What follows belongs to an exercise in optimizing a design on an open flow for small area; a production flow would make more cautious choices. Only simulation tests tie the RTL to the original design; equivalence was not proved. Power is estimated from default activity; no workload was simulated.

--- design/flow/config.mk ---
export PLATFORM = sky130hd
export DESIGN_NAME = wordle
export DESIGN_NICKNAME = wordle
export VERILOG_FILES = /design/flow/design.v
export SDC_FILE = /design/flow/constraint.sdc
export NUM_CORES = 4
export LEC_CHECK = 0
export ABC_AREA = 1
export CAP_MARGIN = 20
export CORE_MARGIN = 2
export CORE_UTILIZATION = 40
export PLACE_DENSITY = 0.6
export SLEW_MARGIN = 20
--- design/flow/design.v ---
module wordle(switch_input, clk, enter, SS1, SS2, SS3, SS4, LED1, LED2, LED3, LED4, LED5, LED6, LED7, LED8, LED9, LED0, reset, rst);
	input [9:0] switch_input;  
	input clk, enter, reset; 
	input rst;  
	output reg[6:0] SS1, SS2, SS3, SS4;  
	output reg LED1, LED2, LED3, LED4;  
	output reg LED7, LED8, LED9, LED0;  
	output reg LED5, LED6;  
	reg[6:0] SW1, SW2, SW3, SW4;  
	reg[6:0] sevenSegment;  
	reg[9:0] UG1, UG2, UG3, UG4;  
	reg[31:0] flash_counter;  
	reg slow_clk;  
	reg [5:0] clk_counter;  
	reg enter_old, B, reset_old, led_state, led_state_next;  
	reg [1:0] S;  
	reg [4:0] state, next_state; 
	reg[3:0] count, next_count;
	parameter s0= 4'b0000, s1= 4'b0001, s2= 4'b0010, s3= 4'b0011,  
				 s4= 4'b0100, s5= 4'b0101, s6= 4'b0110, s7= 4'b0111,
				 s8= 4'b1000, s9= 4'b1001; 
	parameter c0= 3'b000, c1= 3'b001, c2= 3'b010, c3= 3'b011, c4= 3'b100, c5= 3'b101, c6= 3'b111;
	always @(posedge clk) begin
	  if (rst) begin
		UG1 <= 10'b0000000000; UG2 <= 10'b0000000000; UG3 <= 10'b0000000000; UG4 <= 10'b0000000000;
		B <= 0; S <= 0;
		state <= s0; next_state <= s0;
		count <= c0; next_count <= c0;
		SW1 <= 7'b1111111; SW2 <= 7'b1111111; SW3 <= 7'b1111111; SW4 <= 7'b1111111;
		flash_counter <= 0; slow_clk <= 0; clk_counter <= 0;
		enter_old <= 0; reset_old <= 0;
	  end else begin
		if (flash_counter == 7500000) begin  
			 flash_counter <= 0;
			 slow_clk <= ~slow_clk;  
		end else begin
			 flash_counter <= flash_counter + 1;  
		end
		if ((enter==0) && (enter_old==1)) begin
			B <= 1;  
		end
		if ((reset==0) && (reset_old==1)) begin
			UG1 <= 10'b0000000000; UG2 <= 10'b0000000000; UG3 <= 10'b0000000000; UG4 <= 10'b0000000000;
			next_state <= s0; 
			next_count <= c0;
			B <= 0;
			S <= 0;
		end
		if (state == s0) begin  
			if (clk_counter == 5'b10011) begin 
				clk_counter <= 5'b00000;  
			end else begin
				clk_counter <= clk_counter + 1;  
			end
		end
		if (B == 1) begin  
			B <= 0;  
			case (state)
				s0: begin  
					case(switch_input)  
						10'b1000000000 : S <= 1;  
						10'b0100000000 : S <= 2;  
						10'b0010000000 : S <= 3;  
					endcase
					if ( S == 1 ) begin
						next_state <= s1;  
						case (clk_counter)  
							5'b00000: begin  
									SW1<=7'b0110001;  
									SW2<=7'b0001000;  
									SW3<=7'b0000100;  
									SW4<=7'b0110000;  
								end
							5'b00001: begin  
									SW1<=7'b1100000;  
									SW2<=7'b0110000;  
									SW3<=7'b0001000;  
									SW4<=7'b1000010;  
								end
							5'b00010: begin  
									SW1<=7'b0110000;  
									SW2<=7'b1000010;  
									SW3<=7'b0000100;  
									SW4<=7'b0110000;  
								end
							5'b00011: begin  
									SW1<=7'b0111000;  
									SW2<=7'b0001000;  
									SW3<=7'b0110001;  
									SW4<=7'b0110000;  
								end
							5'b00100: begin  
									SW1<=7'b1000010;  
									SW2<=7'b0110000;  
									SW3<=7'b0001000;  
									SW4<=7'b1000010;  
								end
							5'b00101: begin  
									SW1<=7'b0111000;  
									SW2<=7'b0110000;  
									SW3<=7'b0110000;  
									SW4<=7'b1000010;  
								end
							5'b00110: begin  
									SW1<=7'b0001000;  
									SW2<=7'b0110001;  
									SW3<=7'b0110000;  
									SW4<=7'b1000010;  
								end
							5'b00111: begin  
									SW1<=7'b1000010;  
									SW2<=7'b0110000;  
									SW3<=7'b0001000;  
									SW4<=7'b0111000;  
								end
							5'b01000: begin  
									SW1<=7'b0001000;  
									SW2<=7'b0000100;  
									SW3<=7'b0110000;  
									SW4<=7'b1000010;  
								end
							5'b01001: begin  
									SW1<=7'b0111000;  
									SW2<=7'b0001000;  
									SW3<=7'b1000010;  
									SW4<=7'b0110000;  
								end
							5'b01010: begin  
									SW1<=7'b1000010;  
									SW2<=7'b0110000;  
									SW3<=7'b0110000;  
									SW4<=7'b1000010;  
								end
							5'b01011: begin  
									SW1<=7'b0110001;  
									SW2<=7'b0001000;  
									SW3<=7'b0000100;  
									SW4<=7'b0110000;  
								end
							5'b01100: begin  
									SW1<=7'b1100000;  
									SW2<=7'b0110000;  
									SW3<=7'b0001000;  
									SW4<=7'b1000010;  
								end
							5'b01101: begin  
									SW1<=7'b0110000;  
									SW2<=7'b1000010;  
									SW3<=7'b0000100;  
									SW4<=7'b0110000;  
								end
							5'b01110: begin  
									SW1<=7'b0111000;  
									SW2<=7'b0001000;  
									SW3<=7'b0110001;  
									SW4<=7'b0110000;  
								end
							5'b01111: begin  
									SW1<=7'b1000010;  
									SW2<=7'b0110000;  
									SW3<=7'b0001000;  
									SW4<=7'b1000010;  
								end
							5'b10000: begin  
									SW1<=7'b0111000;  
									SW2<=7'b0110000;  
									SW3<=7'b0110000;  
									SW4<=7'b1000010;  
								end
							5'b10001: begin  
									SW1<=7'b0001000;  
									SW2<=7'b0110001;  
									SW3<=7'b0110000;  
									SW4<=7'b1000010;  
								end
							5'b10010: begin  
									SW1<=7'b1000010;  
									SW2<=7'b0110000;  
									SW3<=7'b0001000;  
									SW4<=7'b0111000;  
								end
							5'b10011: begin  
									SW1<=7'b0111000;  
									SW2<=7'b0001000;  
									SW3<=7'b1000010;  
									SW4<=7'b0110000;  
								end
							endcase
					end else if ( S ==2 ) begin
						next_state <= s1;  
						case (clk_counter)  
							5'b00000: begin  
								SW1<=7'b0110001;  
								SW2<=7'b0001000;  
								SW3<=7'b1101010;  
								SW4<=7'b0110000;  
								end
							5'b00001: begin  
								SW1<=7'b1110001;  
								SW2<=7'b0001000;  
								SW3<=7'b1101010;  
								SW4<=7'b1000010;  
								end
							5'b00010: begin  
								SW1<=7'b1100000;  
								SW2<=7'b0110000;  
								SW3<=7'b0001000;  
								SW4<=7'b1101010;  
								end
							5'b00011: begin  
								SW1<=7'b1101010;  
								SW2<=7'b0001000;  
								SW3<=7'b1011010;  
								SW4<=7'b0110000;  
								end
							5'b00100: begin  
								SW1<=7'b1011010;  
								SW2<=7'b0001000;  
								SW3<=7'b1000010;  
								SW4<=7'b0110000;  
								end
							5'b00101: begin  
								SW1<=7'b1011010;  
								SW2<=7'b0001000;  
								SW3<=7'b1001111;  
								SW4<=7'b1000010;  
								end
							5'b00110: begin  
								SW1<=7'b1110001;  
								SW2<=7'b0001000;  
								SW3<=7'b1101010;  
								SW4<=7'b0110000;  
								end
							5'b00111: begin  
								SW1<=7'b1101000;  
								SW2<=7'b0001000;  
								SW3<=7'b1101010;  
								SW4<=7'b1000010;  
								end
							5'b01000: begin  
								SW1<=7'b1011010;  
								SW2<=7'b0001000;  
								SW3<=7'b1001111;  
								SW4<=7'b1101010;  
								end
							5'b01001: begin  
								SW1<=7'b1100000;  
								SW2<=7'b0001000;  
								SW3<=7'b1101010;  
								SW4<=7'b1000010;  
								end
							5'b01010: begin  
								SW1<=7'b0110001;  
								SW2<=7'b1110001;  
								SW3<=7'b0001000;  
								SW4<=7'b1101010;  
								end
							5'b01011: begin  
								SW1<=7'b1011010;  
								SW2<=7'b0001000;  
								SW3<=7'b1001111;  
								SW4<=7'b1110001;  
								end
							5'b01100: begin  
								SW1<=7'b1011010;  
								SW2<=7'b0110000;  
								SW3<=7'b1101010;  
								SW4<=7'b1000010;  
								end
							5'b01101: begin  
								SW1<=7'b0111000;  
								SW2<=7'b1001111;  
								SW3<=7'b1110001;  
								SW4<=7'b1011010;  
								end
							5'b01110: begin  
								SW1<=7'b1000010;  
								SW2<=7'b1001111;  
								SW3<=7'b0001000;  
								SW4<=7'b1110001;  
								end
							5'b01111: begin  
								SW1<=7'b1101010;  
								SW2<=7'b0110000;  
								SW3<=7'b0110000;  
								SW4<=7'b1000010;  
								end
							5'b10000: begin  
								SW1<=7'b1101010;  
								SW2<=7'b0001000;  
								SW3<=7'b1001111;  
								SW4<=7'b1110001;  
								end
							5'b10001: begin  
								SW1<=7'b1110001;  
								SW2<=7'b1001111;  
								SW3<=7'b1011010;  
								SW4<=7'b0001000;  
								end
							5'b10010: begin  
								SW1<=7'b1110001;  
								SW2<=7'b0001000;  
								SW3<=7'b1011010;  
								SW4<=7'b1100000;  
								end
							5'b10011: begin  
								SW1<=7'b0000100;  
								SW2<=7'b1110001;  
								SW3<=7'b0001000;  
								SW4<=7'b1011010;  
								end
							endcase
					end else if ( S==3 ) begin
						next_state <= s1;  
						case (clk_counter)  
							5'b00000: begin  
								SW1<=7'b0110001;  
								SW2<=7'b0000001;  
								SW3<=7'b1000010;  
								SW4<=7'b0110000;  
								end
							5'b00001: begin  
								SW1<=7'b1110001;  
								SW2<=7'b0000001;  
								SW3<=7'b1101011;  
								SW4<=7'b0110000;  
								end
							5'b00010: begin  
								SW1<=7'b0111000;  
								SW2<=7'b1110001;  
								SW3<=7'b1001111;  
								SW4<=7'b0011000;  
								end
							5'b00011: begin  
								SW1<=7'b0111000;  
								SW2<=7'b1110001;  
								SW3<=7'b0000001;  
								SW4<=7'b0011000;  
								end
							5'b00100: begin  
								SW1<=7'b0111000;  
								SW2<=7'b0011000;  
								SW3<=7'b0000100;  
								SW4<=7'b0001000;  
								end
							5'b00101: begin  
								SW1<=7'b1100000;  
								SW2<=7'b1110001;  
								SW3<=7'b1000001;  
								SW4<=7'b0110000;  
								end
							5'b00110: begin  
								SW1<=7'b0100100;  
								SW2<=7'b1001110;  
								SW3<=7'b0001000;  
								SW4<=7'b1111010;  
								end
							5'b00111: begin  
								SW1<=7'b0111000;  
								SW2<=7'b1001111;  
								SW3<=7'b1111010;  
								SW4<=7'b0110000;  
								end
							5'b01000: begin  
								SW1<=7'b0000100;  
								SW2<=7'b0000001;  
								SW3<=7'b1110001;  
								SW4<=7'b1000010;  
								end
							5'b01001: begin  
								SW1<=7'b1001001;  
								SW2<=7'b1001111;  
								SW3<=7'b1101010;  
								SW4<=7'b1000010;  
								end
							5'b01010: begin  
								SW1<=7'b0011000;  
								SW2<=7'b0001000;  
								SW3<=7'b1111010;  
								SW4<=7'b1111000;  
								end
							5'b01011: begin  
								SW1<=7'b1011010;  
								SW2<=7'b0000001;  
								SW3<=7'b0000001;  
								SW4<=7'b1101010;  
								end
							5'b01100: begin  
								SW1<=7'b1001001;  
								SW2<=7'b0001000;  
								SW3<=7'b1101011;  
								SW4<=7'b0110000;  
								end
							5'b01101: begin  
								SW1<=7'b1100000;  
								SW2<=7'b0000001;  
								SW3<=7'b0000001;  
								SW4<=7'b1111000;  
								end
							5'b01110: begin  
								SW1<=7'b1001110;  
								SW2<=7'b1111010;  
								SW3<=7'b0110000;  
								SW4<=7'b0110000;  
								end
							5'b01111: begin  
								SW1<=7'b0110001;  
								SW2<=7'b0001000;  
								SW3<=7'b1110001;  
								SW4<=7'b1011010;  
								end
							5'b10000: begin  
								SW1<=7'b1111010;  
								SW2<=7'b0001000;  
								SW3<=7'b1001111;  
								SW4<=7'b1101010;  
								end
							5'b10001: begin  
								SW1<=7'b1100000;  
								SW2<=7'b1111010;  
								SW3<=7'b1001111;  
								SW4<=7'b1011010;  
								end
							5'b10010: begin  
								SW1<=7'b0000100;  
								SW2<=7'b1110001;  
								SW3<=7'b0000001;  
								SW4<=7'b1001001;  
								end
							5'b10011: begin  
								SW1<=7'b1100000;  
								SW2<=7'b1001111;  
								SW3<=7'b1001110;  
								SW4<=7'b0100100;  
								end
							endcase
					end  
				end  
				s1: begin 
						UG1 <= sevenSegment;
						next_state <= s2;
					end  
				s2: begin 
						UG2 <= sevenSegment;
						next_state <= s3;
					end  
				s3: begin
						UG3 <= sevenSegment;
						next_state <= s4;
					end  
				s4: begin 
						UG4 <= sevenSegment;
						next_state <= s5;
					end  
				s5: begin 
						if ((count == c0) || (count == c1) || (count == c2) || (count == c3) || (count == c4))begin  
							if ((UG1==SW1)&&(UG2==SW2)&&(UG3==SW3)&&(UG4==SW4)) begin  
								next_state <= s7;  
							end 
							else begin
								next_state <= s6;  
							end
						end else if (count == c5)begin  
							next_state <= s8;  
						end
						case (count)
							c0: next_count <= c1;
							c1: next_count <= c2;
							c2: next_count <= c3;
							c3: next_count <= c4;
							c4: next_count <= c5;
							c5: next_count <= c0;
							default: next_count <= c0;
						endcase
					end  
				s6: next_state <= s1;
				s7: next_state <= s0;
				s8: next_state <= s9;
				s9: next_state <= s0; 
			endcase  
		end  
		state <= next_state;
		count <= next_count;
		enter_old <= enter;
		reset_old <= reset;
	  end  
	end  
	always @*  
		begin
			case(switch_input)  
			10'b1000000000 : sevenSegment = 7'b0001000;  
			10'b0100000000 : sevenSegment = 7'b1100000;  
			10'b0010000000 : sevenSegment = 7'b0110001;  
			10'b0001000000 : sevenSegment = 7'b1000010;  
			10'b0000100000 : sevenSegment = 7'b0110000;  
			10'b0000010000 : sevenSegment = 7'b0111000;  
			10'b0000001000 : sevenSegment = 7'b0000100;  
			10'b1000000001 : sevenSegment = 7'b1101000;  
			10'b0100000001 : sevenSegment = 7'b1001111;  
			10'b0010000001 : sevenSegment = 7'b1000111;  
			10'b0001000001 : sevenSegment = 7'b1111000;  
			10'b0000100001 : sevenSegment = 7'b1110001;  
			10'b0000010001 : sevenSegment = 7'b1011010;  
			10'b0000001001 : sevenSegment = 7'b1101010;  
			10'b1000000010 : sevenSegment = 7'b0000001;  
			10'b0100000010 : sevenSegment = 7'b0011000;  
			10'b0010000010 : sevenSegment = 7'b0001100;  
			10'b0001000010 : sevenSegment = 7'b1111010;  
			10'b0000100010 : sevenSegment = 7'b0100100;  
			10'b0000010010 : sevenSegment = 7'b1001110;  
			10'b0000001010 : sevenSegment = 7'b1000001;  
			10'b1000000100 : sevenSegment = 7'b1101011;  
			10'b0100000100 : sevenSegment = 7'b1001001;  
			10'b0010000100 : sevenSegment = 7'b1001000;  
			10'b0001000100 : sevenSegment = 7'b1000100;  
			10'b0000100100 : sevenSegment = 7'b0010010;  
			default : sevenSegment = 7'b0000000;  
		endcase	
	end  
	always @(posedge clk) begin
	  if (rst) begin
		SS1 <= 7'b1111111; SS2 <= 7'b1111111; SS3 <= 7'b1111111; SS4 <= 7'b1111111;
		LED1 <= 0; LED2 <= 0; LED3 <= 0; LED4 <= 0;
		LED5 <= 0; LED6 <= 0;
		LED7 <= 0; LED8 <= 0; LED9 <= 0; LED0 <= 0;
	  end else begin
		case (state)
        s0: begin
				LED5 <= 0; LED6 <= 0;
				case(switch_input)
					10'b1000000000 : begin  
						SS1 <= 7'b0110000;  
						SS2 <= 7'b0001000;  
						SS3 <= 7'b0100100;  
						SS4 <= 7'b1000100;  
						end
					10'b0100000000 : begin  
						SS1 <= 7'b1011010;  
						SS2 <= 7'b0110000;  
						SS3 <= 7'b1000010;  
						SS4 <= 7'b1111111;
						end
					10'b0010000000 : begin  
						SS1 <= 7'b1101000;  
						SS2 <= 7'b0001000;  
						SS3 <= 7'b1111010;  
						SS4 <= 7'b1000010;  
						end
					default: begin
						SS1 <= 7'b0100100;  
						SS2 <= 7'b0110000;  
						SS3 <= 7'b1110001;  
						SS4 <= 7'b0110000;  
						end
					endcase
				end  
        s1: begin 
				SS1 <= sevenSegment;  
				SS2 <= 7'b1111111;  
				SS3 <= 7'b1111111;  
				SS4 <= 7'b1111111;  
				end
		  s2: begin
				SS1 <= UG1;  
				SS2 <= sevenSegment;  
				SS3 <= 7'b1111111;  
				SS4 <= 7'b1111111;  
				end
        s3: begin
				SS1 <= UG1;  
				SS2 <= UG2;  
				SS3 <= sevenSegment;  
				SS4 <= 7'b1111111;  
				end
        s4: begin
				SS1 <= UG1;  
				SS2 <= UG2;  
				SS3 <= UG3;  
				SS4 <= sevenSegment;  
				end
		  s5: begin
				SS1 <= UG1;
				SS2 <= UG2;
				SS3 <= UG3; 
				SS4 <= UG4;
				end 
		  s6: begin
				SS1 <= 7'b1111111;  
            SS2 <= 7'b1111111; 
            SS3 <= 7'b1111111;
            SS4 <= 7'b1111111;
				if (UG1 == SW1) begin 
					LED1 <= 1;
				end else begin
					LED1 <= 0;
					end				
				if (UG2 == SW2) begin 
					LED2 <= 1;  
				end else begin
					LED2 <= 0;
					end
				if (UG3 == SW3) begin 
					LED3 <= 1;  
				end else begin
					LED3 <= 0;
					end
				if (UG4 == SW4) begin 
					LED4 <= 1;  
				end else begin
					LED4 <= 0;
					end
				case (count)
						c0: begin  
								LED7 <= 0;
								LED8 <= 0;
								LED9 <= 0; 
								LED0 <= 0; 
							end
						c1: begin  
								LED7 <= 0;
								LED8 <= 0;
								LED9 <= 0; 
								LED0 <= 1; 
							end
						c2: begin  
								LED7 <= 0;
								LED8 <= 0;
								LED9 <= 1; 
								LED0 <= 1;  
							end
						c3: begin  
								LED7 <= 0;
								LED8 <= 1;
								LED9 <= 1; 
								LED0 <= 1; 
							end
						c4: begin  
								LED7 <= 1;
								LED8 <= 1;
								LED9 <= 1; 
								LED0 <= 1; 
							end
						c5: begin  
								LED7 <= 1;
								LED8 <= 1;
								LED9 <= 1; 
								LED0 <= 1; 
							end
					endcase  
				end  
		  s7: begin
            SS1 <= 7'b1001001;  
            SS2 <= 7'b1001111;  
            SS3 <= 7'b1101010;  
            SS4 <= 7'b0100100;  
            LED1 <= slow_clk;
            LED2 <= slow_clk; 
				LED3 <= slow_clk;
            LED4 <= slow_clk;
				LED5 <= slow_clk;
            LED6 <= slow_clk;
				LED7 <= slow_clk;
            LED8 <= slow_clk;
				LED9 <= slow_clk;
            LED0 <= slow_clk;
				end
        s8: begin
            SS1 <= 7'b1110001;  
            SS2 <= 7'b0000001;  
            SS3 <= 7'b0100100;  
            SS4 <= 7'b0110000;  
				LED7 <= 0;
            LED8 <= 0; 
				LED9 <= 0;
            LED0 <= 0; 
				end
       s9: begin
            SS1 <= SW1;
            SS2 <= SW2;
            SS3 <= SW3;
            SS4 <= SW4;
				end
		endcase
	  end  
	end  
endmodule	
--- design/flow/run.sh ---
#!/bin/bash
# synth_recipe.tcl (not shown) runs the flow's synth.tcl, then flattens the netlist and writes it again
# the make line also repeats each setting of config.mk as NAME=value (left out here)
make -C /OpenROAD-flow-scripts/flow DESIGN_CONFIG=/design/flow/config.mk WORK_HOME=/design/flow/orfs CLKGATE_MAP_FILE= SYNTH_SCRIPT=/design/flow/synth_recipe.tcl finish
--- design/flow/constraint.sdc ---
create_clock -name core_clock -period 10.0 [get_ports {clk}]
set_input_delay 2.0000 -clock core_clock [delete_from_list [all_inputs] [get_ports {clk}]]
set_output_delay 2.0000 -clock core_clock [all_outputs]
set_load 0.01 [all_outputs]
==> summary.txt <==
-- cell type report --
type                       instances  area share, %
clock inverter                    14           1.15
sequential                       167           28.8
tap                              330           3.56
clock buffer                      18           3.70
multi-input combinational       1243           51.3
inverter                         211           6.82
timing repair buffer              56           4.72
-- routing by layer --
metal  vias to the layer above  wire (microns)
met4                         0            1510
met3                        95            2220
met2                       404           16000
met5                         -               0
li1                       5488               -
met1                      5039           15500
-- power by group through the flow --
stage / logic [mW] / clock network [mW] / registers, mW
3_5_place_dp: 0.192 / 0 / 0.699
4_1_cts: 0.193 / 0.656 / 0.683
5_1_grt: 0.216 / 0.684 / 0.684
6_report: 0.196 / 0.647 / 0.683
2_1_floorplan: 0.127 / 0 / 0.699
3_3_place_gp: 0.193 / 0 / 0.698
-- registers in the layout, indices dropped and copies added (netlist names), 10 cells and up --
register and flops:
UG4 10, flash_counter 32, UG3 10, UG2 10
UG1 10
-- cell usage after synthesis, types with 11 or more instances --
cell type	count	share of area [%]
clkbuf_1	22	0.80
or2_2	14	0.85
xor2_1	15	1.3
o211ai_1	15	1.1
nor4_1	12	0.73
nor2_2	12	0.73
dfxtp_1	167	32
nor3_1	57	2.8
nand3_1	185	9.0
xnor2_1	16	1.4
nor2_1	216	7.9
nand4_1	36	2.2
inv_1	199	7.3
o21ai_0	76	3.7
ha_1	11	1.3
a21oi_1	65	3.2
nand2_1	445	16
-- worst paths after layout --
| path | startpoint | end | slack [ps] | depth (start not counted) |
|---|---|---|---|---|
| min reg2reg | next_state[2] | state[2] | 420 | 2 |
| min | next_state[2] | state[2] | 420 | 2 |
| max reg2reg | S[1] | next_state[0] | 6820 | 10 |
| max | switch_input[3] | SS4[1] | 6090 | 11 |
-- worst max-delay path, cell delays in order --
cell	delay [ps]
clkdlybuf4s50_1	530
inv_1	70
nand2_1	140
inv_1	100
nand2_1	80
nor2_1	50
nand2_1	210
nand2_1	170
a21oi_1	510
a21boi_0	250
nand4_1	110
-- cells by family (layout without fill, tap and decap cells) --
group	count (synthesis)	in the layout	share of synthesized area, %
fa+ha+maj	11	11	1.34
flops	167	167	32.5
compound gates	192	192	10.6
xor+xnor	31	31	2.64
buf+inv	253	299	9.74
simple gates	1009	1009	43.2
-- per-stage QoR --
step / hold slack (ps) / total power [mW] / utilization (%)
after global routing: 435 / 1.58 / 46.0
final: 421 / 1.53 / 46.0
after floorplan: 400 / 0.826 / -
after detailed placement: 413 / 0.891 / 43.7
after global placement: 402 / 0.891 / 43.7
after CTS: 424 / 1.53 / 46.0
-- cell usage in the layout, fill, tap and decap left out, types with 5 or more instances in the layout --
cell type,count
nor4_1,12
xnor2_1,16
nand4_1,36
inv_6,5
xor2_1,15
a211oi_1,5
nand2_1,444
a21oi_1,65
nor2_4,5
o22ai_1,6
inv_2,9
nor2_1,215
buf_4,5
nand3_1,185
clkbuf_16,17
nand3_2,5
a221oi_1,8
clkdlybuf4s50_1,51
ha_1,11
inv_1,198
or2_2,14
nand2_2,9
o211ai_1,15
o21ai_0,76
nor3_1,57
dfxtp_1,167
nor2_2,13
==> flow_summary.ini <==
[worst_setup_path]
worstPathArrival_ps = 4230
startpoint_type = input pin
crit_fanout = 6
required_ps = 10320
critPathCaptureType = flop
path_class = input pin to flop

[global_routing]
antenna_found_initial = 0
grt_max_degree = 57
grt_pass1_vias = 10300
gr-usage-met3_pct = 4.47
grtUsageMet2_pct = 42.9
grt_pass1_wl_microns = 55700
grt_overflow = 0
gr-max-usage-layer = met2
grt_use_met1_pct = 34.8
grt_use_total_pct = 26.5

[job]
drv_cap = 0

[placement]
port_buffers = 51
placed_cell_area_sq_um = 11000
post-place-ws_ps = 5370
dpl.hpwl_microns = 27400
dp.cells = 2007
place.gp.congestion = 1.03

[sta]
setup_ws_ps = 6090
post-route-min-period_ps = 3910
fmax_mhz = 256
finalHoldViolCount = 0
slew_headroom_pct = 50.5
fin_crit_sh_pct = 39.1
rsz0062_at_grt = false
tightest_slew_ps = 739
setup_viol = 0
finClkSkew_ps = 13.2
tns_ps = 0
slew_violations = 0

[finish]
finalNonFillerCells = 2039
antenna_cells = 0
design_area_sq_um = 11600
syn2layout_area_growth_pct = 12.8
final-seq-area_sq_um = 3340
drive_gt1_share_pct = 5.62
multiInputGateArea_sq_um = 5950
fill_cells = 2718
layout.nets = 1721

[cts]
cts_root_buf = clkbuf_16
cts_hold_buffers = 0
post-cts-setup-buffer-count = 0
cts.htree.levels = 4
cts_tree = built
clk_pin_slew_ps = 80
postCtsResizedCells = 0
cts_buffers = 17
clock_path_buffers = 2
insertion_delay_ps = 440
cts.sinks = 167

[synth]
syn_inst = 1663
synth_seq_cells = 167
yosysUniqueCellTypes = 47
syn_area_per_cell_sq_um = 6.19
yosysWarningCount = 1
async_reset_ff_share_pct = 0
syn_nets = 1688
synth_edf_count = 0
synth_area_sq_um = 10300
ys.flop_type = dfxtp_1
seq_area_frac_synth_pct = 32.5

[die]
io_pins = 52
die_h_microns = 164
core_sq_um = 25300
dieArea_sq_um = 27000
rows = 58
dieWidth_microns = 164
start_util_pct = 40.7

[drt]
via_count = 11000
firstDrtPassIters = 6
vias_per_cell = 5.41
wl_per_cell_microns = 17.3
wirelength_microns = 35300
drtIter0Drc = 1143
remaining_drc_errors = 0
drtAntennaViolNets = 0

[outcome]
status = finished clean

[pwr]
clockPowerShare_pct = 42.4
swShare_pct = 29.9
power.density_nw_per_um2 = 131
peakVddDrop_mv = 0.0805
comb_power_share_pct = 12.8
seqPwrFrac_pct = 44.8
power.internal_mw = 1.07
p_leak_nw = 5.20
switchingPower_mw = 0.456

[worst_hold_path]
min_path_type = flop to flop

[separate check: timing with driven ports]
No port has a modelled driver above. Below, the same layout with a new extraction and two added sets of constraints.
Step 1, drivers: a clkbuf_16 drives clk and a buf_2 each remaining input, both assumed.
Step 2 adds t to the input delays and takes it off the output delays; t is the mean of the earliest and latest rising clock arrival at the registers after step 1. Input paths then give back, and output paths get back, about the clock's delay inside the block.
a / b / c = ideal / step 1 / step 2; a / b = the first two.
shift t [ns]: 0.476
setup slack, ns: 6.091 / 6.098 / 5.622
worst hold slack (ns): 0.421 / 0.421 / 0.421
worst data-port slew with drivers (ns): 0.04
After both steps this run still meets setup and hold. For this run, drivers alone change the setup slack by +0.007 ns; drivers and shift together by -0.469 ns.
